Source: an optimization exercise on an open RTL-to-GDS flow (aim: a short achievable clock period and few clock cycles). Production flows keep margins and buffers that such runs may drop. The RTL was checked by simulation tests, not by an equivalence proof against the original design. Power and IR drop assume default switching activity.

<file path="standard.sh">
#!/bin/bash
# synth_recipe.tcl (not shown) runs the flow's synth.tcl, then flattens the netlist and writes it again
# the make line also repeats each setting of config.mk as NAME=value (left out here)
make -C /OpenROAD-flow-scripts/flow DESIGN_CONFIG=/design/flow/config.mk WORK_HOME=/design/flow/orfs CLKGATE_MAP_FILE= SYNTH_SCRIPT=/design/flow/synth_recipe.tcl "${@:-finish}"
</file>
<file path="flow/run.sh">
#!/bin/bash
# The standard layout, run whole, with the timing repair asked for more
# setup slack than the 11 ns clock needs (the design's paths are far shorter),
# so that it sizes and buffers every path the achieved period depends on.
set -euo pipefail
bash standard.sh SETUP_SLACK_MARGIN=7.1 TNS_END_PERCENT=100 finish > standard_flow.log 2>&1
</file>
<file path="design.v">
`timescale 1ns / 1ps
module chip8_display (
    input  wire        clk,
    input  wire        reset,
    input  wire        srst,           
    input  wire        clear,
    input  wire        start,
    input  wire [5:0]  x,
    input  wire [4:0]  y,
    input  wire        row_v,
    input  wire        row_n,          
    input  wire [7:0]  spr,
    output wire [2047:0] pixels,
    output reg         hit_v,
    output wire        hit
);
    reg [2047:0] fb;
    reg [63:0]   xdec;
    reg [31:0]   ysel;
    reg [31:0]   rowact;        
    reg [63:0]   hitrow;
    reg [63:0] mask;
    integer j, k;
    always @(*) begin
        for (j = 0; j < 64; j = j + 1) begin
            mask[j] = 1'b0;
            for (k = 0; k < 8; k = k + 1)
                mask[j] = mask[j] | (xdec[(j - k) & 63] & spr[7 - k]);
        end
    end
    reg [63:0] oldrow;
    integer r;
    always @(*) begin
        oldrow = 64'd0;
        for (r = 0; r < 32; r = r + 1)
            oldrow = oldrow | ({64{rowact[r]}} & fb[64*r +: 64]);
    end
    assign hit = |hitrow;
    wire [31:0] ysel_n = start ? (32'd1 << y) : row_v ? {ysel[30:0], ysel[31]} : ysel;
    always @(posedge clk) begin
        if (srst)
            hit_v <= 1'b0;
        else
            hit_v <= row_v;
    end
    always @(posedge clk) begin
        begin
            ysel <= ysel_n;
            rowact <= row_n ? ysel_n : 32'd0;
            if (start)
                xdec <= 64'd1 << x;
            hitrow <= oldrow & mask;
        end
    end
    genvar g;
    generate
        for (g = 0; g < 32; g = g + 1) begin : g_row
            always @(posedge clk) begin
                if (srst || clear)
                    fb[64*g +: 64] <= 64'd0;
                else if (rowact[g])
                    fb[64*g +: 64] <= fb[64*g +: 64] ^ mask;
            end
        end
    endgenerate
    assign pixels = fb;
endmodule
`timescale 1ns / 1ps
module chip8_cpu (
    input  wire        clk,
    input  wire        reset,
    input  wire        srst,           
    input  wire [7:0]  mem_rdata,
    input  wire [15:0] key_pressed,
    output reg  [11:0] mem_addr,
    output reg         mem_re,
    output reg         mem_we,
    output reg  [7:0]  mem_wdata,
    output reg         halted,
    output reg         fb_clear,
    output reg         d_start,
    output reg  [5:0]  d_x,
    output reg  [4:0]  d_y,
    output wire        row_v,          
    output wire        row_n,          
    output wire [7:0]  spr,
    input  wire        hit_v,
    input  wire        hit
);
    localparam K_NONE = 2'd0, K_FETCH = 2'd1, K_SPR = 2'd2, K_LDV = 2'd3;
    localparam D_SPR = 2'd0, D_LDV = 2'd1, D_STV = 2'd2, D_BCD = 2'd3;
    localparam PD_VF  = 0;     
    localparam PD_KEY = 1;     
    localparam PD_DAT = 2;     
    localparam PD_B   = 3;     
    localparam PD_JMP = 4;     
    localparam PD_HLT = 5;     
    localparam PDW    = 6;
    function [PDW-1:0] predecode(input [15:0] w);
        reg [3:0] o, x, y, n;
        reg alu8f;
        begin
            o = w[15:12]; x = w[11:8]; y = w[7:4]; n = w[3:0];
            alu8f = (o == 4'h8) && (n == 4'h4 || n == 4'h5 || n == 4'h6 || n == 4'h7 || n == 4'hE);
            predecode[PD_VF]  = (x == 4'hF) || (y == 4'hF) || alu8f || (o == 4'hD) ||
                                (w == 16'h00E0) || (w == 16'h00FD);
            predecode[PD_KEY] = (o == 4'hF) && (w[7:0] == 8'h0A);
            predecode[PD_DAT] = ((o == 4'hD) && (n != 4'd0)) ||
                                ((o == 4'hF) && (w[7:0] == 8'h33 || w[7:0] == 8'h55 || w[7:0] == 8'h65));
            predecode[PD_B]   = (o == 4'hB);
            predecode[PD_JMP] = (o == 4'h1) || (o == 4'h2) || (w == 16'h00EE);
            predecode[PD_HLT] = (w == 16'h00FD);
        end
    endfunction
    reg [11:0] I;
    reg [7:0]  V [0:15];
    reg [11:0] stack [0:15];
    reg [3:0]  sp;
    reg [7:0]  delay_r;
    reg [15:0] lfsr;
    reg        skip;           
    reg [11:0] fa;             
    reg [11:0] mfa;            
    reg        hb_v;           
    reg [7:0]  hb;
    reg [15:0] iq  [0:2];
    reg [11:0] iqa [0:2];      
    reg [PDW-1:0] iqd [0:2];   
    reg [1:0]  iqn;
    reg [11:0] fr [0:15];      
    reg [3:0]  fsp;
    reg [11:0] ftop;           
    reg [11:0] ftop1;          
    reg        redir_q;        
    reg [1:0]  iss_k, ret_k;   
    reg [3:0]  iss_i, ret_i;
    reg [7:0]  hx, hy;
    reg [15:0] keys;
    reg        no_key;
    reg        d_act;
    reg [1:0]  d_op;
    reg [11:0] d_addr;
    reg [3:0]  d_cnt;
    reg [3:0]  d_k;
    reg [6:0]  bcd_r;          
    reg [3:0]  bcd_o;          
    reg        vfbusy;
    reg        coll;
    reg [3:0]  h_left;
    wire [15:0] opw = iq[0];
    wire [PDW-1:0] pd = iqd[0];
    wire [3:0]  op  = opw[15:12];
    wire [3:0]  X   = opw[11:8];
    wire [3:0]  N   = opw[3:0];
    wire [7:0]  NN  = opw[7:0];
    wire [11:0] NNN = opw[11:0];
    wire [11:0] epc = iqa[0];
    wire is_cls  = (opw == 16'h00E0);
    wire is_ret  = (opw == 16'h00EE);
    wire is_f    = (op == 4'hF);
    wire is_bcd  = is_f && NN == 8'h33;
    wire is_stv  = is_f && NN == 8'h55;
    wire is_ldv  = is_f && NN == 8'h65;
    reg [3:0] key_num;
    integer kk;
    always @(*) begin
        key_num = 4'd0;
        for (kk = 15; kk >= 0; kk = kk - 1)
            if (keys[kk])
                key_num = kk[3:0];
    end
    wire have     = (iqn != 2'd0);
    wire ldv_busy = (iss_k == K_LDV) || (ret_k == K_LDV);
    wire dbusy    = d_act || ldv_busy;
    wire fire_skip = have && skip && !halted;
    wire fire_exec = have && !skip && !halted && !dbusy && !(vfbusy && pd[PD_VF]) &&
                     !(no_key && pd[PD_KEY]);
    wire pop       = fire_skip || fire_exec;
    wire [8:0]  sum  = {1'b0, hx} + {1'b0, hy};
    wire [8:0]  dxy  = {1'b0, hx} - {1'b0, hy};
    wire [8:0]  dyx  = {1'b0, hy} - {1'b0, hx};
    wire [15:0] lfsr_next = {lfsr[14:0], lfsr[15] ^ lfsr[13] ^ lfsr[12] ^ lfsr[10]};
    reg       weA, weF;        
    reg [7:0] res;
    reg       flag;
    always @(*) begin
        weA  = 1'b0;
        weF  = 1'b0;
        res  = NN;
        flag = 1'b0;
        case (op)
            4'h6: weA = 1'b1;
            4'h7: begin weA = 1'b1; res = hx + NN; end
            4'h8: begin
                case (N)
                    4'h0: begin weA = 1'b1; res = hy; end
                    4'h1: begin weA = 1'b1; res = hx | hy; end
                    4'h2: begin weA = 1'b1; res = hx & hy; end
                    4'h3: begin weA = 1'b1; res = hx ^ hy; end
                    4'h4: begin weA = 1'b1; weF = 1'b1; res = sum[7:0]; flag = sum[8]; end
                    4'h5: begin weA = 1'b1; weF = 1'b1; res = dxy[7:0]; flag = !dxy[8]; end
                    4'h6: begin weA = 1'b1; weF = 1'b1; res = {1'b0, hx[7:1]}; flag = hx[0]; end
                    4'h7: begin weA = 1'b1; weF = 1'b1; res = dyx[7:0]; flag = !dyx[8]; end
                    4'hE: begin weA = 1'b1; weF = 1'b1; res = {hx[6:0], 1'b0}; flag = hx[7]; end
                    default: ;
                endcase
            end
            4'hC: begin weA = 1'b1; res = lfsr_next[7:0] & NN; end
            4'hD: weF = (N == 4'd0);
            4'hF: begin
                if (NN == 8'h07) begin weA = 1'b1; res = delay_r; end
                if (NN == 8'h0A) begin weA = 1'b1; res = {4'd0, key_num}; end
            end
            default: ;
        endcase
    end
    reg do_skip;
    always @(*) begin
        case (op)
            4'h3: do_skip = (hx == NN);
            4'h4: do_skip = (hx != NN);
            4'h5: do_skip = (hx == hy);
            4'h9: do_skip = (hx != hy);
            4'hE: do_skip = (NN == 8'h9E &&  keys[hx[3:0]]) ||
                            (NN == 8'hA1 && !keys[hx[3:0]]);
            default: do_skip = 1'b0;
        endcase
    end
    wire [11:0] epc2    = epc + 12'd2;
    wire [11:0] btgt    = NNN + {4'd0, V[0]};
    wire        redirect = (fire_skip && pd[PD_JMP]) || (fire_exec && pd[PD_B]);
    wire [11:0] target  = skip ? epc2 : btgt;
    wire start_dat = fire_exec && pd[PD_DAT];
    wire start_drw = start_dat && (op == 4'hD);
    wire start_ldv = start_dat && is_ldv;
    wire start_stv = start_dat && is_stv;
    wire       wA   = fire_exec && weA;
    wire       wC   = hit_v && (h_left == 4'd1);       
    wire       wF   = (fire_exec && weF) || wC;
    wire       fval = wC ? (coll | hit) : flag;
    wire       cval = coll | hit;
    wire       wL   = (ret_k == K_LDV);
    wire          rf    = (ret_k == K_FETCH);
    assign row_v = (ret_k == K_SPR);
    assign row_n = (iss_k == K_SPR);
    assign spr   = mem_rdata;
    wire          m_hi  = rf && !hb_v;
    wire          m_lo  = rf &&  hb_v;
    wire [15:0]   pw    = {hb, mem_rdata};
    wire [PDW-1:0] pwd  = predecode(pw);
    wire          pcall = (hb[7:4] == 4'h2);
    wire          pret  = (hb == 8'h00) && (mem_rdata == 8'hEE);
    wire          m_jmp = m_lo && ((hb[7:4] == 4'h1) || pcall || pret);
    wire [11:0]   jtgt  = {hb[3:0], mem_rdata};
    wire [11:0]   ptgt  = pret ? ftop : jtgt;
    wire [11:0]   ptgt1 = pret ? ftop1 : jtgt + 12'd1;
    wire          push  = m_lo;
    reg  [2:0]    fdist;       
    wire          f_ok  = ({2'd0, iqn, 1'b0} + {1'b0, fdist}) < 4'd5;
    wire          port_free = !start_dat && !d_act && !redirect && !halted &&
                              !(fire_exec && pd[PD_HLT]);
    wire          jmp_iss = m_jmp && port_free;
    wire          issue_f = port_free && !m_jmp && f_ok;
    wire [1:0]    iqb = pop ? iqn - 2'd1 : iqn;
    function [7:0] fwd(input [3:0] i, input full);
        begin
            if (wL && ret_i == i)
                fwd = mem_rdata;
            else if (full && wF && i == 4'hF)
                fwd = {7'd0, fval};
            else if (!full && wC && i == 4'hF)
                fwd = {7'd0, cval};
            else if (full && wA && X == i)
                fwd = res;
            else
                fwd = V[i];
        end
    endfunction
    wire [1:0] nsel = (!pop && iqn != 2'd0) ? 2'd0 : (pop && iqn >= 2'd2) ? 2'd1 : 2'd2;
    wire [7:0] x0 = fwd(iq[0][11:8], 1'b0), y0 = fwd(iq[0][7:4], 1'b0);
    wire [7:0] x1 = fwd(iq[1][11:8], 1'b1), y1 = fwd(iq[1][7:4], 1'b1);
    wire [7:0] x2 = fwd(pw[11:8], 1'b1),    y2 = fwd(pw[7:4], 1'b1);
    wire [7:0] hx_n = (nsel == 2'd0) ? x0 : (nsel == 2'd1) ? x1 : x2;
    wire [7:0] hy_n = (nsel == 2'd0) ? y0 : (nsel == 2'd1) ? y1 : y2;
    wire [1:0] bh  = (hx >= 8'd200) ? 2'd2 : (hx >= 8'd100) ? 2'd1 : 2'd0;
    wire [7:0] bhr = hx - (bh == 2'd2 ? 8'd200 : bh == 2'd1 ? 8'd100 : 8'd0);
    integer r;
    always @(posedge clk) begin
        for (r = 0; r < 16; r = r + 1) begin
            if (srst)
                V[r] <= 8'd0;
            else if (wL && ret_i == r[3:0])
                V[r] <= mem_rdata;
            else if (wF && r == 15)
                V[r] <= {7'd0, fval};
            else if (wA && X == r[3:0])
                V[r] <= res;
        end
        hx <= hx_n;
        hy <= hy_n;
        ret_i <= iss_i;
        if (start_ldv)
            iss_i <= 4'd0;
        else
            iss_i <= d_k;
        if (m_hi) hb <= mem_rdata;
        for (r = 0; r < 3; r = r + 1) begin
            if (push && iqb == r[1:0]) begin
                iq[r]  <= pw;
                iqa[r] <= fa;
                iqd[r] <= pwd;
            end else if (pop) begin
                iq[r]  <= (r < 2) ? iq[r + 1]  : 16'd0;
                iqa[r] <= (r < 2) ? iqa[r + 1] : 12'd0;
                iqd[r] <= (r < 2) ? iqd[r + 1] : {PDW{1'b0}};
            end
        end
        if (redir_q) begin
            for (r = 0; r < 16; r = r + 1) fr[r] <= stack[r];
            ftop  <= stack[sp - 4'd1] + 12'd2;
            ftop1 <= stack[sp - 4'd1] + 12'd3;
        end else if (push && m_jmp && pcall) begin
            fr[fsp] <= fa;
            ftop  <= fa + 12'd2;
            ftop1 <= fa + 12'd3;
        end else if (push && m_jmp && pret) begin
            ftop  <= fr[fsp - 4'd2] + 12'd2;
            ftop1 <= fr[fsp - 4'd2] + 12'd3;
        end
        if (fire_exec && op == 4'h2)
            stack[sp] <= epc;
        if (start_dat)
            bcd_r <= bhr[6:0];
        if (d_act && d_k == 4'd1)
            bcd_o <= bcd_r % 7'd10;
    end
    always @(posedge clk or posedge reset) begin
        if (reset) begin
            mfa <= 12'h200;
            fdist <= 3'd0;
            iss_k <= K_NONE;
            mem_addr <= 12'd0; mem_re <= 1'b0; mem_we <= 1'b0;
            halted <= 1'b0;
        end else begin
            if (redirect)
                fdist <= 3'd1;
            else if (push && m_jmp)
                fdist <= jmp_iss ? 3'd1 : 3'd0;
            else
                fdist <= fdist + {2'd0, issue_f} - {1'b0, push, 1'b0};
            if (redirect)
                mfa <= target + 12'd1;
            else if (push && m_jmp)
                mfa <= jmp_iss ? ptgt1 : ptgt;
            else if (issue_f)
                mfa <= mfa + 12'd1;
            if (fire_exec && pd[PD_HLT])
                halted <= 1'b1;
            mem_re <= 1'b0;
            mem_we <= 1'b0;
            iss_k <= K_NONE;
            if (start_dat) begin
                mem_addr <= I;
                if (start_drw || start_ldv) begin
                    mem_re <= 1'b1; iss_k <= start_drw ? K_SPR : K_LDV;
                end else
                    mem_we <= 1'b1;
            end else if (d_act) begin
                mem_addr <= d_addr;
                case (d_op)
                    D_SPR: begin mem_re <= 1'b1; iss_k <= K_SPR; end
                    D_LDV: begin mem_re <= 1'b1; iss_k <= K_LDV; end
                    default: mem_we <= 1'b1;
                endcase
            end else if (redirect) begin
                mem_addr <= target;
                mem_re <= 1'b1; iss_k <= K_FETCH;
            end else if (jmp_iss) begin
                mem_addr <= ptgt;
                mem_re <= 1'b1; iss_k <= K_FETCH;
            end else if (issue_f) begin
                mem_addr <= mfa;
                mem_re <= 1'b1; iss_k <= K_FETCH;
            end
        end
    end
    always @(posedge clk) begin
        if (srst) begin
            fa <= 12'h200;
            redir_q <= 1'b0;
            hb_v <= 1'b0;
            iqn <= 2'd0;
            fsp <= 4'd0;
            I <= 12'd0;
            sp <= 4'd0;
            delay_r <= 8'd0;
            lfsr <= 16'hACE1;
            skip <= 1'b0;
            ret_k <= K_NONE;
            d_act <= 1'b0; d_op <= D_SPR; d_addr <= 12'd0; d_cnt <= 4'd0; d_k <= 4'd0;
            vfbusy <= 1'b0; coll <= 1'b0; h_left <= 4'd0;
            mem_wdata <= 8'd0;
            keys <= 16'd0;
            no_key <= 1'b1;
            fb_clear <= 1'b0; d_start <= 1'b0; d_x <= 6'd0; d_y <= 5'd0;
        end else begin
            fb_clear <= 1'b0;
            d_start <= 1'b0;
            keys <= key_pressed;
            no_key <= (key_pressed == 16'd0);
            ret_k <= (redirect || m_jmp) && iss_k == K_FETCH ? K_NONE : iss_k;
            if (hit_v) begin
                coll <= coll | hit;
                h_left <= h_left - 4'd1;
                if (h_left == 4'd1)
                    vfbusy <= 1'b0;
            end
            redir_q <= redirect;
            if (redir_q)
                fsp <= sp;
            if (redirect) begin
                iqn <= 2'd0;
                hb_v <= 1'b0;
                fa <= target;
            end else begin
                iqn <= iqb + {1'b0, push};
                if (m_hi) hb_v <= 1'b1;
                if (push) begin
                    hb_v <= 1'b0;
                    if (m_jmp) begin
                        fa <= ptgt;
                        if (pcall)
                            fsp <= fsp + 4'd1;
                        if (pret)
                            fsp <= fsp - 4'd1;
                    end else
                        fa <= fa + 12'd2;
                end
            end
            if (fire_skip)
                skip <= 1'b0;
            if (fire_exec) begin
                skip <= do_skip;
                case (op)
                    4'h0: begin
                        if (is_cls) fb_clear <= 1'b1;
                        if (is_ret) sp <= sp - 4'd1;
                    end
                    4'h2: sp <= sp + 4'd1;
                    4'hA: I <= NNN;
                    4'hC: lfsr <= lfsr_next;
                    4'hD: begin
                        if (N != 4'd0) begin
                            vfbusy <= 1'b1;
                            coll <= 1'b0;
                            h_left <= N;
                            d_start <= 1'b1;
                            d_x <= hx[5:0];
                            d_y <= hy[4:0];
                        end
                    end
                    4'hF: begin
                        case (NN)
                            8'h15: delay_r <= hx;
                            8'h1E: I <= I + {4'd0, hx};
                            8'h29: I <= {6'd0, hx[3:0], 2'b00} + {8'd0, hx[3:0]};
                            default: ;
                        endcase
                    end
                    default: ;
                endcase
            end
            if (start_dat) begin
                d_addr <= I + 12'd1;
                d_k <= 4'd1;
                if (start_drw) begin
                    d_op <= D_SPR; d_cnt <= N - 4'd1; d_act <= (N != 4'd1);
                end else if (start_ldv) begin
                    d_op <= D_LDV; d_cnt <= X; d_act <= (X != 4'd0);
                end else if (start_stv) begin
                    mem_wdata <= V[0];
                    d_op <= D_STV; d_cnt <= X; d_act <= (X != 4'd0);
                end else begin
                    mem_wdata <= {6'd0, bh};
                    d_op <= D_BCD; d_cnt <= 4'd2; d_act <= 1'b1;
                end
            end else if (d_act) begin
                d_addr <= d_addr + 12'd1;
                d_k <= d_k + 4'd1;
                d_cnt <= d_cnt - 4'd1;
                if (d_cnt == 4'd1) d_act <= 1'b0;
                if (d_op == D_STV)
                    mem_wdata <= V[d_k];
                else if (d_op == D_BCD)
                    mem_wdata <= (d_k == 4'd1) ? {4'd0, bcd_r / 7'd10} : {4'd0, bcd_o};
            end
        end
    end
endmodule
`timescale 1ns / 1ps
module chip8_top(
    input wire clk,reset,
    input wire [15:0] key_pressed,
    input wire [7:0] mem_rdata,
    output wire [2047:0] display,
    output wire halted,
    output wire [11:0] mem_addr,
    output wire mem_re,
    output wire mem_we,
    output wire [7:0] mem_wdata
    );
    wire       fb_clear, d_start, row_v, row_n, hit_v, hit;
    reg srst;
    always @(posedge clk or posedge reset) begin
        if (reset)
            srst <= 1'b1;
        else
            srst <= 1'b0;
    end
    wire [5:0] d_x;
    wire [4:0] d_y;
    wire [7:0] spr;
    chip8_cpu cpu(.clk(clk), .reset(reset), .srst(srst), .mem_rdata(mem_rdata), .key_pressed(key_pressed),
                  .mem_addr(mem_addr), .mem_re(mem_re), .mem_we(mem_we), .mem_wdata(mem_wdata),
                  .halted(halted), .fb_clear(fb_clear), .d_start(d_start), .d_x(d_x), .d_y(d_y),
                  .row_v(row_v), .row_n(row_n), .spr(spr), .hit_v(hit_v), .hit(hit));
    chip8_display display_module(.clk(clk), .reset(reset), .srst(srst), .clear(fb_clear), .start(d_start),
                  .x(d_x), .y(d_y), .row_v(row_v), .row_n(row_n), .spr(spr), .pixels(display),
                  .hit_v(hit_v), .hit(hit));
endmodule
</file>
<file path="constraint.sdc">
create_clock -name core_clock -period 11.0 [get_ports {clk}]
set_input_delay 2.2000 -clock core_clock [delete_from_list [all_inputs] [get_ports {clk}]]
set_output_delay 2.2000 -clock core_clock [all_outputs]
set_load 0.01 [all_outputs]
</file>
<file path="config.mk">
export PLATFORM = sky130hd
export DESIGN_NAME = chip8_top
export DESIGN_NICKNAME = chip8_top
export VERILOG_FILES = /design/flow/design.v
export SDC_FILE = /design/flow/constraint.sdc
export NUM_CORES = 4
export LEC_CHECK = 0
export CAP_MARGIN = 20
export CORE_AREA = 10 10 730 730
export DIE_AREA = 0 0 740 740
export SLEW_MARGIN = 20
</file>
==> reports/qor.yml, run 1 <==
rsz0062_at_grt: "yes"
dieHeight_um: 740
antenna_found_initial: 69
end_kind: "flop"
async_flop_share: 0.0107
timing.rr.start: "display_module.hitrow[35]$_DFF_P_"
area_growth_pct: 30.1
fin_worst_skew_ns: 0.0901
synthFlopType: "dfxtp_1"
dieArea_sq_mm: 0.548
grt_pass1_wl_mm: 1470
synth_edf_count: 593
arrival_ns: 4.93
power_density_mw_per_mm2: 217
place_area_sq_mm: 0.178
startpoint: "display_module.hitrow[35]$_DFF_P_"
vias: 149808
cp_num_buf_inv: 2
timing.rr.end: "cpu.hy[0]$_DFF_P_"
power_w: 0.0422
cts_made_buffers: 368
final_common_cell: "nand2_1"
clk_latency_ns: 1.05
crit_family: "simple AND/OR/NAND/NOR gates"
track_usage: 0.405
maxCapViolations: 0
fmax_mhz: 249
h-tree-depth: 5
hold_class: "reg -> reg"
core_area_sq_mm: 0.517
crit_chain: "nor4_4 -> nand4_1 -> nor4_4 -> nand4_1 -> buf_6 -> o21ai_4 -> a31oi_4 -> buf_6 -> a221o_1 -> a211oi_2 -> o22ai_1"
synth_seq_area_share: 0.453
gp_congestion: 1.06
grt_max_degree: 230
mostFrequentLayoutCells: "nand2_1, nor2_1, xor2_1, dfxtp_1, a22oi_1"
drc: 0
clock-sinks: 3085
cp-start-kind: "flop"
initialDrtViolationCount: 24939
cts.clk_slew.worst_paths_ns: 0.07
start_util: 0.290
drt-total-wl_mm: 1170
ys_seq_elements: 3085
die_x_um: 740
final_cell_area_sq_mm: 0.195
overflow: 0
cts-root-buf: "clkbuf_16"
io_buffers: 2096
outcome: "complete, no violations"
slew_viol_final: 0
detail-route-antenna-nets: 0
cts_tree: "done"
clockBufferDepth: 4
regToRegSetupSlack_ns: 6.98
vdd.ir_drop.worst_mv: 0.163
slowest_stage: "nor4_4"
wire_per_inst_um: 45.6
fin_crit_sh: 0.366
syn_area_per_cell_sq_um: 8.94
viasPerCell: 5.84
hold_violations: 0
ys_warn_count: 7
crit_fanout: 3
max_stage_delay_ns: 0.84
synth_area_sq_mm: 0.150
synth_cell_type_count: 102
first_pass_iters: 11
holdBufCountCts: 0
ios: 2097
hpwl_mm: 891
hold_end: "cpu.ret_i[3]$_DFF_P_"
path_class: "reg -> reg"
drive_above_1_share: 0.279
fp-row-count: 264
setup_tns_ns: 0
fin_nets: 18529
leakagePower_nw: 73.6
syn-num-nets: 16892
worstHoldStart: "cpu.iss_i[3]$_SDFF_PP0_"
worst_slew_pin_slew_ns: 1.31
reg2reg_depth: 11
required_ns: 11.90
slew_headroom: 0.126
syn_inst: 16752
grt_pass1_vias: 133779
holdPathStages: 0
period_needed_ns: 4.02
setup_viol: 0
## cell families after synthesis
logic type | Yosys count | share of synthesized area
simple gates | 6229 | 0.172
buf+inv | 1632 | 0.0415
mux | 535 | 0.0490
compound gates | 2920 | 0.143
xor+xnor | 2235 | 0.131
other cells | 1 | 0.0000250
flops | 3085 | 0.453
fa+ha+maj | 115 | 0.0100
## Yosys cell counts (all sizes together), types with 113 or more instances
library cell | number | area (sq um)
a22oi | 977 | 7330
clkbuf | 1158 | 4350
xor2 | 2115 | 18500
a22o | 301 | 2640
mux2 | 240 | 2700
nand2 | 2720 | 10200
nand4 | 297 | 1860
edfxtp | 593 | 17800
nor3 | 113 | 591
mux4 | 135 | 3040
nor2 | 2502 | 9400
a221oi | 355 | 3110
a21oi | 381 | 1920
nand3 | 160 | 801
dfxtp | 2459 | 49200
xnor2 | 120 | 1050
o21ai | 263 | 1320
buf | 359 | 1420
mux2i | 160 | 1600
## registers in the layout, indices dropped and copies added (netlist names), 16 cells and up
signal and cells:
display_module.hitrow 64, display_module.fb 2048, cpu.iqd 18, display_module.rowact 32, cpu.iq 48, display_module.xdec 64
cpu.V 128, cpu.iqa 36, display_module.ysel 32, cpu.keys 16, cpu.stack 192, cpu.lfsr 16
cpu.fr 192
## per-layer routing
layer,global-route usage,routed length [um],vias to the layer above
met2,0.530,434000,11101
met1,0.466,416000,75079
met4,0.280,107000,36
li1,-,-,61180
met3,0.271,212000,2412
met5,0.00606,859,-
## area by class of cell
| class | count | area [sq um] |
|---|---|---|
| Fill cell | 52161 | 322000 |
| Tap cell | 6916 | 8650 |
| Sequential cell | 3085 | 70500 |
| Antenna cell | 24 | 60.1 |
| Inverter | 115 | 472 |
| Clock inverter | 146 | 1910 |
| Multi-Input combinational cell | 12037 | 76900 |
| Timing Repair Buffer | 2780 | 25700 |
| Clock buffer | 530 | 10600 |
| Timing Repair inverter | 2 | 12.5 |
## stage by stage
step,instances,setup slack (ns),hold WS [ns],utilization
floorplan,16752,6.61,0.310,-
global placement,24709,4.99,0.310,0.344
detailed placement,24715,5.00,0.312,0.344
CTS,25561,6.93,0.324,0.375
global route,25614,7.02,0.331,0.377
finish,25635,6.98,0.324,0.377
## worst max path at each step
stage / endpoint / slack (ns) / cells past startpoint
after floorplan: cpu.fdist[2]$_DFF_PP0_ / 6.61 / 18
final: cpu.hy[0]$_DFF_P_ / 6.98 / 11
after global routing: cpu.hy[0]$_DFF_P_ / 7.02 / 11
after CTS: cpu.hy[0]$_DFF_P_ / 6.93 / 11
after global placement: cpu.mem_addr[3]$_DFFE_PP0P_ / 4.99 / 12
after detailed placement: cpu.mem_addr[3]$_DFFE_PP0P_ / 5.00 / 12
## power by group
part           internal, W  total, W  switching, W  leakage [nW]
clock network      0.00730    0.0130       0.00568          6.09
registers           0.0132    0.0155       0.00226          26.2
logic              0.00434    0.0137       0.00939          41.3
total               0.0249    0.0422        0.0173          73.6
## repair_timing
| item | 4_1_cts | 5_1_grt |
|---|---|---|
| gates resized for setup | 12329 | 142 |
| endpoints found under the setup margin | 4786 | 1196 |
| pin swaps | 17 | 18 |
| cloned | 2 | 7 |
| buffers inserted | 168 | 32 |
Testbench counts, summed over its fixed seeds: cycles 117,177.
==> run 2, diff against run 1 <==
--- a/design.v
+++ b/design.v
@@ -169,7 +169,7 @@
             if (keys[kk])
                 key_num = kk[3:0];
     end
-    wire have     = (iqn != 2'd0);
+    reg  have;                 
     wire ldv_busy = (iss_k == K_LDV) || (ret_k == K_LDV);
     wire dbusy    = d_act || ldv_busy;
     wire fire_skip = have && skip && !halted;
@@ -390,6 +390,7 @@
             redir_q <= 1'b0;
             hb_v <= 1'b0;
             iqn <= 2'd0;
+            have <= 1'b0;
             fsp <= 4'd0;
             I <= 12'd0;
             sp <= 4'd0;
@@ -420,10 +421,12 @@
                 fsp <= sp;
             if (redirect) begin
                 iqn <= 2'd0;
+                have <= 1'b0;
                 hb_v <= 1'b0;
                 fa <= target;
             end else begin
                 iqn <= iqb + {1'b0, push};
+                have <= push || (iqn > {1'b0, pop});
                 if (m_hi) hb_v <= 1'b1;
                 if (push) begin
                     hb_v <= 1'b0;
==> flow/run.sh (replaced) <==
#!/bin/bash
# The standard layout, run whole, with the timing repair asked for more
# setup slack than the 11 ns clock needs (the design's paths are far shorter),
# so that it sizes and buffers every path the achieved period depends on.
set -euo pipefail
bash standard.sh SETUP_SLACK_MARGIN=7.5 TNS_END_PERCENT=100 finish > standard_flow.log 2>&1
--- a/config.mk
+++ b/config.mk
@@ -5,7 +5,7 @@
 export SDC_FILE = /design/flow/constraint.sdc
 export NUM_CORES = 4
 export LEC_CHECK = 0
-export CAP_MARGIN = 20
+export CAP_MARGIN = 30
 export CORE_AREA = 10 10 730 730
 export DIE_AREA = 0 0 740 740
-export SLEW_MARGIN = 20
+export SLEW_MARGIN = 45
==> run 2 against run 1 <==
Against the previous run: still clean on timing, DRC and antenna; hold slack worse by 0.00074 ns; global-route usage is 0.58 points lower; die area stayed put; critical path type is now reg -> out; largest cell class unchanged.
==> reports/qor.yml, run 2 <==
outcome: "complete, no violations"
cts.clk_slew.worst_paths_ns: 0.06  # about the same
dieHeight_um: 740  # unchanged
setup_ws_ns: 7.10  # +0.127 ns
largest_reg_flops: 2048  # unchanged
synth.top_cells.by_area: "dfxtp_1, xor2_1, edfxtp_1"
synth_top_family_by_area: "simple AND/OR/NAND/NOR gates"
arrival_ns: 1.70  # -3.23 ns
ios: 2097  # unchanged
slew_viol_final: 0  # unchanged
max_stage_delay_ns: 0.49  # -0.35 ns
h-tree-depth: 5  # unchanged
hold_violations: 0  # unchanged
core_area_sq_mm: 0.517  # unchanged
hpwl_mm: 853  # -4.3%
gp_congestion: 1.07  # +1.3%
holdBufCountCts: 0  # unchanged
io_buffers: 2096  # unchanged
antenna_found_initial: 71  # +2.9%
power_density_mw_per_mm2: 144  # -33%
hold_class: "reg -> reg"
synth_xor_area_frac: 0.130  # -0.000652
required_ns: 8.80  # -3.10 ns
fin_worst_skew_ns: 0.123  # +0.0326 ns
cts_tree: "done"
synthAdderAreaFrac: 0.0100  # about the same
track_usage: 0.399  # -0.00584
path_class: "reg -> out"
end_kind: "primary output"
syn-num-nets: 16915  # +0.14%
overflow: 0  # unchanged
worst_slew_pin_slew_ns: 0.995  # -0.314 ns
grt_max_degree: 137  # -40%
initialDrtViolationCount: 23253  # -6.8%
ys_seq_elements: 3086  # +0.032%
period_needed_ns: 3.90  # -0.127 ns
first_pass_iters: 8  # -3
synth_cell_type_count: 105  # +2.9%
fin_nets: 20780  # +12%
grt_pass1_vias: 145838  # +9.0%
fin_crit_sh: 0.354  # -0.0116
synth_compound_area_frac: 0.142  # -0.00133
largestRegisters: "display_module.fb: 2048 flops, cpu.fr: 192 flops, cpu.stack: 192 flops"
area_growth_pct: 53.9
fp-row-count: 264  # unchanged
viasPerCell: 5.72  # -2.1%
synth_edf_count: 593  # unchanged
rsz0062_at_grt: "yes"
crit_family: "flip-flops"
regMostFlops: "display_module.fb"
detail-route-antenna-nets: 0  # unchanged
synth.area.mux_share: 0.0523  # +0.00321
final_cell_area_sq_mm: 0.231  # +18%
slowest_stage: "dfrtp_2"
crit_chain: "buf_6"
final_util: 0.447  # +0.0697
yosysMostFrequentCell: "nand2_1"
vdd.ir_drop.worst_mv: 0.150  # -8.2%
synth_simple_gate_area_frac: 0.171  # -0.000801
cts-root-buf: "clkbuf_16"
fmax_mhz: 257  # +3.3%
start_util: 0.290  # +0.000521
mostFrequentLayoutCells: "buf_4, nor2_1, xor2_1, buf_6, nand2_2"
synth_common_cells: "nand2_1, nor2_1, dfxtp_1"
die_x_um: 740  # unchanged
setup_tns_ns: 0  # unchanged
ys_warn_count: 7  # unchanged
slew_headroom: 0.336  # +0.209
dieArea_sq_mm: 0.548  # unchanged
leakagePower_nw: 88.5  # +20%
cp_num_buf_inv: 1  # -1
wire_per_inst_um: 41.6  # -8.8%
grt_pass1_wl_mm: 1480  # +0.23%
setup_viol: 0  # unchanged
final_common_cell: "buf_4"
post-place-ws_ns: 5.45  # +0.445 ns
clk_latency_ns: 1.05  # about the same
synth_area_sq_mm: 0.150  # +0.18%
vias: 159608  # +6.5%
clock-sinks: 3086  # +0.032%
drive_above_1_share: 0.492  # +0.213
async_flop_share: 0.0107  # about the same
drc: 0  # unchanged
syn_inst: 16774  # +0.13%
synthFlopType: "dfxtp_1"
clockBufferDepth: 4  # unchanged
cts_made_buffers: 367  # -0.27%
drt-total-wl_mm: 1160  # -0.83%
crit_fanout: 2  # -1
maxCapViolations: 0  # unchanged
cp-start-kind: "flop"
synth_seq_area_share: 0.453  # -0.000679
yosysTopAreaCellShare: 0.328  # -0.000456
syn_area_per_cell_sq_um: 8.94  # about the same
place_area_sq_mm: 0.184  # +3.3%
yosysTopAreaCell: "dfxtp_1"
## run 2: changes by cell type after synthesis, sizes merged, moves of 14 or more
cell	change
mux2	+44
nand2	-19
o21ai	-36
clkbuf	+20
o221ai	-14
o22ai	+15
buf	-23
nor2	+36
a221oi	-23
inv	+17
a22o	+14
## run 2: per-stage QoR
stage / cells / hold WS, ns / power, W
final: 27884 / 0.324 / 0.0333
after global routing: 27854 / 0.326 / 0.0339
after CTS: 27681 / 0.324 / 0.0327
after detailed placement: 24828 / 0.312 / 0.0189
after global placement: 24757 / 0.311 / 0.0188
after floorplan: 16774 / 0.310 / 0.0158
## run 2: routing by layer
metal | global-route usage | part of all wire | up-vias | routed length (um)
met3 | 0.231 | 0.16 | 2594 | 188000
met1 | 0.474 | 0.37 | 79981 | 429000
met4 | 0.274 | 0.088 | 32 | 102000
met2 | 0.532 | 0.38 | 11293 | 439000
li1 | - | - | 65708 | -
met5 | 0.0115 | 0.00094 | - | 1090
## run 2: power by group
group	internal, W	total, W	switching (W)	leakage [nW]
Combinational	0.00268	0.00768	0.00500	55.2
Clock	0.00746	0.0130	0.00558	6.11
Sequential	0.0119	0.0126	0.000714	27.1
Total	0.0220	0.0333	0.0113	88.5
## run 2: worst reg2reg max path, stage by stage (launching register included)
cell and delay (ns):
edfxtp_1 0.32, buf_4 0.56, nand2_1 0.51, nor2_2 0.59, a222oi_1 0.23, o221ai_1 0.15
o21ai_1 0.35, o21ai_0 0.28, a21oi_1 0.08, a221o_1 0.29, o211ai_1 0.33
## run 2: final timing paths
| kind | start | to | slack, ns | cells after the start |
|---|---|---|---|---|
| min in group asynchronous | reset | cpu.mfa[8]$_DFFE_PP0P_ | 1.67 | 3 |
| setup / recovery | cpu.mem_addr[5]$_DFFE_PP0P_ | mem_addr[5] | 7.10 | 1 |
| hold / removal | cpu.iss_i[2]$_SDFF_PP0_ | cpu.ret_i[2]$_DFF_P_ | 0.32 | 0 |
| max in group asynchronous | reset | cpu.mem_addr[3]$_DFFE_PP0P_ | 8.89 | 3 |
| hold reg to reg | cpu.iss_i[2]$_SDFF_PP0_ | cpu.ret_i[2]$_DFF_P_ | 0.32 | 0 |
| setup reg to reg | cpu.iq[1][8]$_DFFE_PP_ | cpu.hx[0]$_DFF_P_ | 7.14 | 10 |
## run 2: repair_timing
action,in CTS,in global routing
gates resized for setup,16161,297
setup buffers,2168,146
cloned,20,12
pin swaps,58,83
hold endpoints to repair,0,0
setup endpoints to repair,5049,3137
## run 2: cell families (layout without fill, tap and decap cells)
| family | count (synthesis) | in the layout |
|---|---|---|
| other cells | 1 | 34 |
| flops | 3086 | 3086 |
| simple gates | 6225 | 6227 |
| fa+ha+maj | 115 | 115 |
| xor+xnor | 2227 | 2227 |
| compound gates | 2891 | 2894 |
| mux | 584 | 584 |
| buf+inv | 1645 | 5801 |
## run 2: cell type report
type / count / area, sq um
Antenna cell: 33 / 82.6
Clock inverter: 145 / 2000
Tap cell: 6916 / 8650
Inverter: 131 / 564
Fill cell: 48524 / 286000
Multi-Input combinational cell: 12048 / 83200
Clock buffer: 520 / 10600
Timing Repair Buffer: 5005 / 52200
Sequential cell: 3086 / 73500
Testbench counts of run 2, summed over its fixed seeds: cycles 117,177.
==> run 3, diff against run 2 <==
--- a/design.v
+++ b/design.v
@@ -132,6 +132,25 @@
     reg [11:0] ftop;           
     reg [11:0] ftop1;          
     reg        redir_q;        
+    localparam CI = 6;
+    localparam NC = 1 << CI;
+    localparam TW = 11 - CI;
+    reg [15:0]   c_data [0:NC-1];
+    reg [TW-1:0] c_tag  [0:NC-1];
+    reg [NC-1:0] c_val;
+    reg          f_v;
+    reg [CI-1:0] f_idx;
+    reg [TW-1:0] f_tag;
+    reg [15:0]   f_data;
+    reg          l0_h, l1_h;    
+    reg [15:0]   l0_d, l1_d;
+    reg          fa_same;       
+    reg          fa_adv;        
+    reg          halt_i;        
+    reg          wa_w;          
+    reg [11:0]   wa;            
+    reg          inv_q;         
+    reg [11:0]   inv_a;         
     reg [1:0]  iss_k, ret_k;   
     reg [3:0]  iss_i, ret_i;
     reg [7:0]  hx, hy;
@@ -172,8 +191,8 @@
     reg  have;                 
     wire ldv_busy = (iss_k == K_LDV) || (ret_k == K_LDV);
     wire dbusy    = d_act || ldv_busy;
-    wire fire_skip = have && skip && !halted;
-    wire fire_exec = have && !skip && !halted && !dbusy && !(vfbusy && pd[PD_VF]) &&
+    wire fire_skip = have && skip && !halt_i;
+    wire fire_exec = have && !skip && !halt_i && !dbusy && !(vfbusy && pd[PD_VF]) &&
                      !(no_key && pd[PD_KEY]);
     wire pop       = fire_skip || fire_exec;
     wire [8:0]  sum  = {1'b0, hx} + {1'b0, hy};
@@ -244,20 +263,24 @@
     assign row_v = (ret_k == K_SPR);
     assign row_n = (iss_k == K_SPR);
     assign spr   = mem_rdata;
-    wire          m_hi  = rf && !hb_v;
-    wire          m_lo  = rf &&  hb_v;
-    wire [15:0]   pw    = {hb, mem_rdata};
+    wire          c_av  = (fa_same && l0_h) || (fa_adv && l1_h);
+    wire [15:0]   cw    = fa_same ? l0_d : l1_d;
+    wire          c_use = c_av && (iqn != 2'd3);
+    wire          m_hi  = rf && !hb_v && !c_use;
+    wire          m_lo  = rf &&  hb_v && !c_use;
+    wire [15:0]   pw    = c_use ? cw : {hb, mem_rdata};
     wire [PDW-1:0] pwd  = predecode(pw);
-    wire          pcall = (hb[7:4] == 4'h2);
-    wire          pret  = (hb == 8'h00) && (mem_rdata == 8'hEE);
-    wire          m_jmp = m_lo && ((hb[7:4] == 4'h1) || pcall || pret);
-    wire [11:0]   jtgt  = {hb[3:0], mem_rdata};
-    wire [11:0]   ptgt  = pret ? ftop : jtgt;
-    wire [11:0]   ptgt1 = pret ? ftop1 : jtgt + 12'd1;
-    wire          push  = m_lo;
-    reg  [2:0]    fdist;       
-    wire          f_ok  = ({2'd0, iqn, 1'b0} + {1'b0, fdist}) < 4'd5;
-    wire          port_free = !start_dat && !d_act && !redirect && !halted &&
+    wire          push  = m_lo || c_use;
+    wire          pcall = (pw[15:12] == 4'h2);
+    wire          pret  = (pw == 16'h00EE);
+    wire          pjmp  = (pw[15:12] == 4'h1) || pcall || pret;
+    wire [11:0]   fa2   = fa + 12'd2;
+    wire          m_jmp = push && (pjmp || c_use);
+    wire [11:0]   ptgt  = !pjmp ? fa2 : pret ? ftop : pw[11:0];
+    wire [11:0]   ptgt1 = !pjmp ? fa + 12'd3 : pret ? ftop1 : pw[11:0] + 12'd1;
+    reg  [2:0]    fdist;
+    wire          f_ok  = ({2'd0, iqn, 1'b0} + {1'b0, fdist}) < 4'd6;
+    wire          port_free = !start_dat && !d_act && !redirect && !halt_i &&
                               !(fire_exec && pd[PD_HLT]);
     wire          jmp_iss = m_jmp && port_free;
     wire          issue_f = port_free && !m_jmp && f_ok;
@@ -284,6 +307,27 @@
     wire [7:0] hy_n = (nsel == 2'd0) ? y0 : (nsel == 2'd1) ? y1 : y2;
     wire [1:0] bh  = (hx >= 8'd200) ? 2'd2 : (hx >= 8'd100) ? 2'd1 : 2'd0;
     wire [7:0] bhr = hx - (bh == 2'd2 ? 8'd200 : bh == 2'd1 ? 8'd100 : 8'd0);
+    wire [11:0]   fa2l  = fa + 12'd2;
+    wire [CI-1:0] i0 = fa[CI:1], i1 = fa2l[CI:1];
+    wire          lk0 = !fa[0] && c_val[i0] && (c_tag[i0] == fa[11:CI+1]);
+    wire          lk1 = !fa[0] && c_val[i1] && (c_tag[i1] == fa2l[11:CI+1]);
+    wire          wr0 = (wa_w && (wa[11:1] == fa[11:1])) ||
+                        (inv_q && (inv_a[11:1] == fa[11:1]));
+    wire          wr1 = (wa_w && (wa[11:1] == fa2l[11:1])) ||
+                        (inv_q && (inv_a[11:1] == fa2l[11:1]));
+    wire [CI-1:0] wi  = wa[CI:1];
+    wire          w_inv = wa_w && ((c_tag[wi] == wa[11:CI+1]) ||
+                          (f_v && f_idx == wi && f_tag == wa[11:CI+1]));
+    always @(posedge clk) begin
+        if (f_v) begin
+            c_data[f_idx] <= f_data;
+            c_tag[f_idx]  <= f_tag;
+        end
+        l0_h <= lk0 && !wr0;
+        l1_h <= lk1 && !wr1;
+        l0_d <= c_data[i0];
+        l1_d <= c_data[i1];
+    end
     integer r;
     always @(posedge clk) begin
         for (r = 0; r < 16; r = r + 1) begin
@@ -319,11 +363,11 @@
             for (r = 0; r < 16; r = r + 1) fr[r] <= stack[r];
             ftop  <= stack[sp - 4'd1] + 12'd2;
             ftop1 <= stack[sp - 4'd1] + 12'd3;
-        end else if (push && m_jmp && pcall) begin
+        end else if (push && pjmp && pcall) begin
             fr[fsp] <= fa;
             ftop  <= fa + 12'd2;
             ftop1 <= fa + 12'd3;
-        end else if (push && m_jmp && pret) begin
+        end else if (push && pjmp && pret) begin
             ftop  <= fr[fsp - 4'd2] + 12'd2;
             ftop1 <= fr[fsp - 4'd2] + 12'd3;
         end
@@ -386,6 +430,13 @@
     end
     always @(posedge clk) begin
         if (srst) begin
+            c_val <= {NC{1'b0}};
+            f_v <= 1'b0;
+            wa_w <= 1'b0;
+            halt_i <= 1'b0;
+            inv_q <= 1'b0;
+            fa_same <= 1'b0;
+            fa_adv <= 1'b0;
             fa <= 12'h200;
             redir_q <= 1'b0;
             hb_v <= 1'b0;
@@ -417,6 +468,24 @@
                     vfbusy <= 1'b0;
             end
             redir_q <= redirect;
+            f_v <= m_lo && !fa[0];
+            f_idx <= fa[CI:1];
+            f_tag <= fa[11:CI+1];
+            f_data <= pw;
+            if (f_v) c_val[f_idx] <= 1'b1;
+            inv_q <= w_inv;
+            inv_a <= wa;
+            if (inv_q) c_val[inv_a[CI:1]] <= 1'b0;
+            fa_same <= !redirect && !push;
+            if (fire_exec && pd[PD_HLT])
+                halt_i <= 1'b1;
+            wa_w <= start_dat ? (start_stv || (!start_drw && !start_ldv)) :
+                    d_act && (d_op == D_STV || d_op == D_BCD);
+            if (start_dat)
+                wa <= I;
+            else if (d_act)
+                wa <= d_addr;
+            fa_adv  <= !redirect && push && !pjmp;
             if (redir_q)
                 fsp <= sp;
             if (redirect) begin
@@ -430,14 +499,14 @@
                 if (m_hi) hb_v <= 1'b1;
                 if (push) begin
                     hb_v <= 1'b0;
-                    if (m_jmp) begin
+                    if (m_jmp)
                         fa <= ptgt;
-                        if (pcall)
-                            fsp <= fsp + 4'd1;
-                        if (pret)
-                            fsp <= fsp - 4'd1;
-                    end else
-                        fa <= fa + 12'd2;
+                    else
+                        fa <= fa2;
+                    if (pjmp && pcall)
+                        fsp <= fsp + 4'd1;
+                    if (pjmp && pret)
+                        fsp <= fsp - 4'd1;
                 end
             end
             if (fire_skip)
==> run 3 against run 2 <==
Against the previous run: still clean on timing, DRC and antenna; clock-buffer cell count up 230; hold slack better by 0.0035 ns; synthesized cell count up 22%; sequential cell count up 1509; via count up 33%; sequential power up 61%; largest cell class is now sequential cells; largest power group is now registers.
==> reports/qor.yml, run 3 <==
outcome: "complete, no violations"
async_flop_share: 0.00718  # -0.00351
yosysTopAreaCellShare: 0.267  # -0.0609
viasPerCell: 6.64  # +16%
fin_worst_skew_ns: 0.0951  # -0.0277 ns
ys_seq_elements: 4595  # +49%
rsz0062_at_grt: "yes"
fin_crit_sh: 0.373  # +0.0194
yosysMostFrequentCell: "nand2_1"
cp_num_buf_inv: 1  # unchanged
drc: 0  # unchanged
synth_area_sq_mm: 0.223  # +49%
synth.top_cells.by_area: "edfxtp_1, dfxtp_1, mux4_2"
yosysTopAreaCell: "edfxtp_1"
cts_made_buffers: 533  # +45%
dieHeight_um: 740  # unchanged
antenna_found_initial: 147  # +110%
leakagePower_nw: 116  # +31%
clk_latency_ns: 1.19  # +0.14 ns
seqPwrFrac: 0.369  # -0.010
p_clk_frac: 0.337  # -0.054
synthFlopType: "dfxtp_1"
slew_viol_final: 0  # unchanged
first_pass_iters: 8  # unchanged
core_area_sq_mm: 0.517  # unchanged
switchingPower_w: 0.0194  # +72%
gp_congestion: 1.11  # +3.0%
track_usage: 0.534  # +0.135
drt-total-wl_mm: 1530  # +32%
synth_seq_area_share: 0.502  # +0.0498
required_ns: 8.80  # about the same
final_common_cell: "buf_4"
cts_tree: "done"
hpwl_mm: 1090  # +28%
cts.clk_slew.worst_paths_ns: 0.06  # about the same
overflow: 0  # unchanged
fin_nets: 24741  # +19%
slowest_stage: "dfxtp_4"
setup_tns_ns: 0  # unchanged
syn-num-nets: 20601  # +22%
fp-row-count: 264  # unchanged
dieArea_sq_mm: 0.548  # unchanged
power_density_mw_per_mm2: 174  # +21%
vdd.ir_drop.worst_mv: 0.206  # +37%
setup_ws_ns: 6.89  # -0.213 ns
crit_family: "flip-flops"
p_comb_frac: 0.294  # +0.064
end_kind: "primary output"
post-place-ws_ns: 5.00  # -0.448 ns
grt_pass1_wl_mm: 1960  # +32%
holdBufCountCts: 0  # unchanged
max_stage_delay_ns: 0.61  # +0.12 ns
fmax_mhz: 243  # -5.2%
wire_per_inst_um: 47.9  # +15%
grt_pass1_vias: 191266  # +31%
largest_reg_flops: 2048  # unchanged
path_class: "reg -> out"
arrival_ns: 1.91  # +0.21 ns
period_needed_ns: 4.11  # +0.213 ns
die_x_um: 740  # unchanged
ios: 2097  # unchanged
synth_common_cells: "nand2_1, nor2_1, dfxtp_1"
hold_class: "reg -> reg"
synth_cell_type_count: 110  # +4.8%
vias: 212586  # +33%
maxCapViolations: 0  # unchanged
cp-start-kind: "flop"
hold_violations: 0  # unchanged
ys_warn_count: 7  # unchanged
h-tree-depth: 6  # +1
syn_inst: 20447  # +22%
drive_above_1_share: 0.488  # -0.00414
crit_chain: "buf_6"
mostFrequentLayoutCells: "buf_4, nor2_1, xor2_1, edfxtp_1, buf_6"
setup_viol: 0  # unchanged
largestRegisters: "display_module.fb: 2048 flops, cpu.c_data: 1024 flops, cpu.c_tag: 320 flops"
start_util: 0.432  # +0.141
synth_edf_count: 1986  # +230%
slew_headroom: 0.272  # -0.0639
area_growth_pct: 41.5
worst_slew_pin_slew_ns: 1.09  # +0.0972 ns
clock-sinks: 4595  # +49%
syn_area_per_cell_sq_um: 10.9  # +22%
intPower_w: 0.0357  # +62%
cts-root-buf: "clkbuf_16"
final_util: 0.611  # +0.164
clockBufferDepth: 4  # unchanged
io_buffers: 2096  # unchanged
grt_max_degree: 169  # +23%
regMostFlops: "display_module.fb"
sw_frac_of_total: 0.352  # +0.0135
detail-route-antenna-nets: 0  # unchanged
crit_fanout: 2  # unchanged
initialDrtViolationCount: 36710  # +58%
==> run 3: power groups by stage <==
| stage | clock (W) | sequential, W | combinational (W) |
|---|---|---|---|
| global route | 0.0192 | 0.0203 | 0.0162 |
| finish | 0.0186 | 0.0203 | 0.0162 |
| floorplan | 0 | 0.0202 | 0.00632 |
| global placement | 0 | 0.0211 | 0.0115 |
| detailed placement | 0 | 0.0210 | 0.0117 |
| CTS | 0.0184 | 0.0202 | 0.0147 |
==> run 3: timing repair <==
item | 4_1_cts | 5_1_grt
setup buffers | 2246 | 205
cloned | 51 | 23
setup endpoints to repair | 5087 | 3730
endpoints found under the hold margin | 0 | 0
resized for setup | 16185 | 457
pin swaps | 96 | 148
==> run 3: logic make-up (layout without fill, tap and decap cells) <==
| group | Yosys count | count (layout) | synth area share |
|---|---|---|---|
| multiplexers | 1578 | 1578 | 0.135 |
| XOR/XNOR | 2324 | 2324 | 0.0913 |
| buffers and inverters | 1998 | 6547 | 0.0348 |
| AND/OR/NAND/NOR | 6542 | 6556 | 0.123 |
| other | 1 | 83 | 0.0000168 |
| AO/OA/AOI/OAI | 3281 | 3285 | 0.106 |
| flip-flops | 4595 | 4595 | 0.502 |
| adder cells (fa/ha/maj) | 128 | 128 | 0.00748 |
==> run 3: worst paths after layout <==
path                                                          start                     endpoint  slack, ns  depth (start not counted)
worst min register to register              cpu.iss_i[2]$_SDFF_PP0_         cpu.ret_i[2]$_DFF_P_       0.33                          0
worst min-delay path                        cpu.iss_i[2]$_SDFF_PP0_         cpu.ret_i[2]$_DFF_P_       0.33                          0
max in group asynchronous                                     reset  cpu.mem_addr[6]$_DFFE_PP0P_       9.04                          3
worst max-delay path            display_module.fb[420]$_SDFFE_PP0P_                 display[420]       6.89                          1
min in group asynchronous                                     reset         cpu.mem_we$_DFF_PP0_       1.47                          3
worst max register to register                    cpu.hx[0]$_DFF_P_            cpu.hy[6]$_DFF_P_       7.17                         14
==> run 3: final cells by class <==
| type | count | area [sq um] |
|---|---|---|
| Sequential cell | 4595 | 118000 |
| Timing Repair Buffer | 5423 | 57300 |
| Antenna cell | 82 | 205 |
| Inverter | 160 | 689 |
| Clock inverter | 212 | 2880 |
| Timing Repair inverter | 2 | 18.8 |
| Clock buffer | 750 | 15000 |
| Multi-Input combinational cell | 13872 | 113000 |
| Tap cell | 6916 | 8650 |
| Fill cell | 41190 | 201000 |
==> run 3: through the flow <==
stage | instances | total power [W] | area [sq um] | hold WS [ns]
finish | 32012 | 0.0550 | 316000 | 0.327
global route | 31944 | 0.0556 | 315000 | 0.336
CTS | 31675 | 0.0534 | 311000 | 0.328
detailed placement | 28416 | 0.0327 | 258000 | 0.314
global placement | 28304 | 0.0326 | 257000 | 0.312
floorplan | 20447 | 0.0265 | 231000 | 0.310
==> run 3: routing by layer <==
metal | routed length, um | up-vias | share of wire | global-route usage
li1 | - | 82506 | - | -
met1 | 510000 | 107744 | 0.33 | 0.604
met2 | 580000 | 18131 | 0.38 | 0.696
met3 | 280000 | 4129 | 0.18 | 0.349
met4 | 158000 | 76 | 0.10 | 0.420
met5 | 5130 | - | 0.0033 | 0.0569
Testbench counts of run 3, summed over its fixed seeds: cycles 110,756.

==> static timing again, ports no longer ideal <==
No port has a modelled driver above. Below, the same layouts with a new extraction and two added sets of constraints. Step 1, drivers: a clkbuf_16 drives clk and a buf_2 each remaining input, both assumed. Step 2 also shifts input and output timing later by t, the mid clock arrival at the registers, as if the neighbouring blocks saw the same clock. Slacks: ideal / step 1 / step 2; pairs: ideal / step 1.
| run | shift t [ns] | setup slack, ns | worst setup path at the end | slew at the worst register clock pin (ns) | worst slew at a driven data input, ns |
|---|---|---|---|---|---|
| run 1 | 1.171 | 6.977 / 6.948 / 5.991 | input to register | 0.09 / 0.09 | 0.10 |
| run 2 | 1.144 | 7.105 / 6.948 / 5.986 | input to register | 0.07 / 0.07 | 0.42 |
| run 3 | 1.291 | 6.892 / 6.745 / 5.894 | input to register | 0.07 / 0.07 | 0.61 |
After both steps setup and hold are still met in every run listed. The setup slack of run 2, which loses most, moves by -0.157 ns with the drivers and by -1.119 ns with both steps.
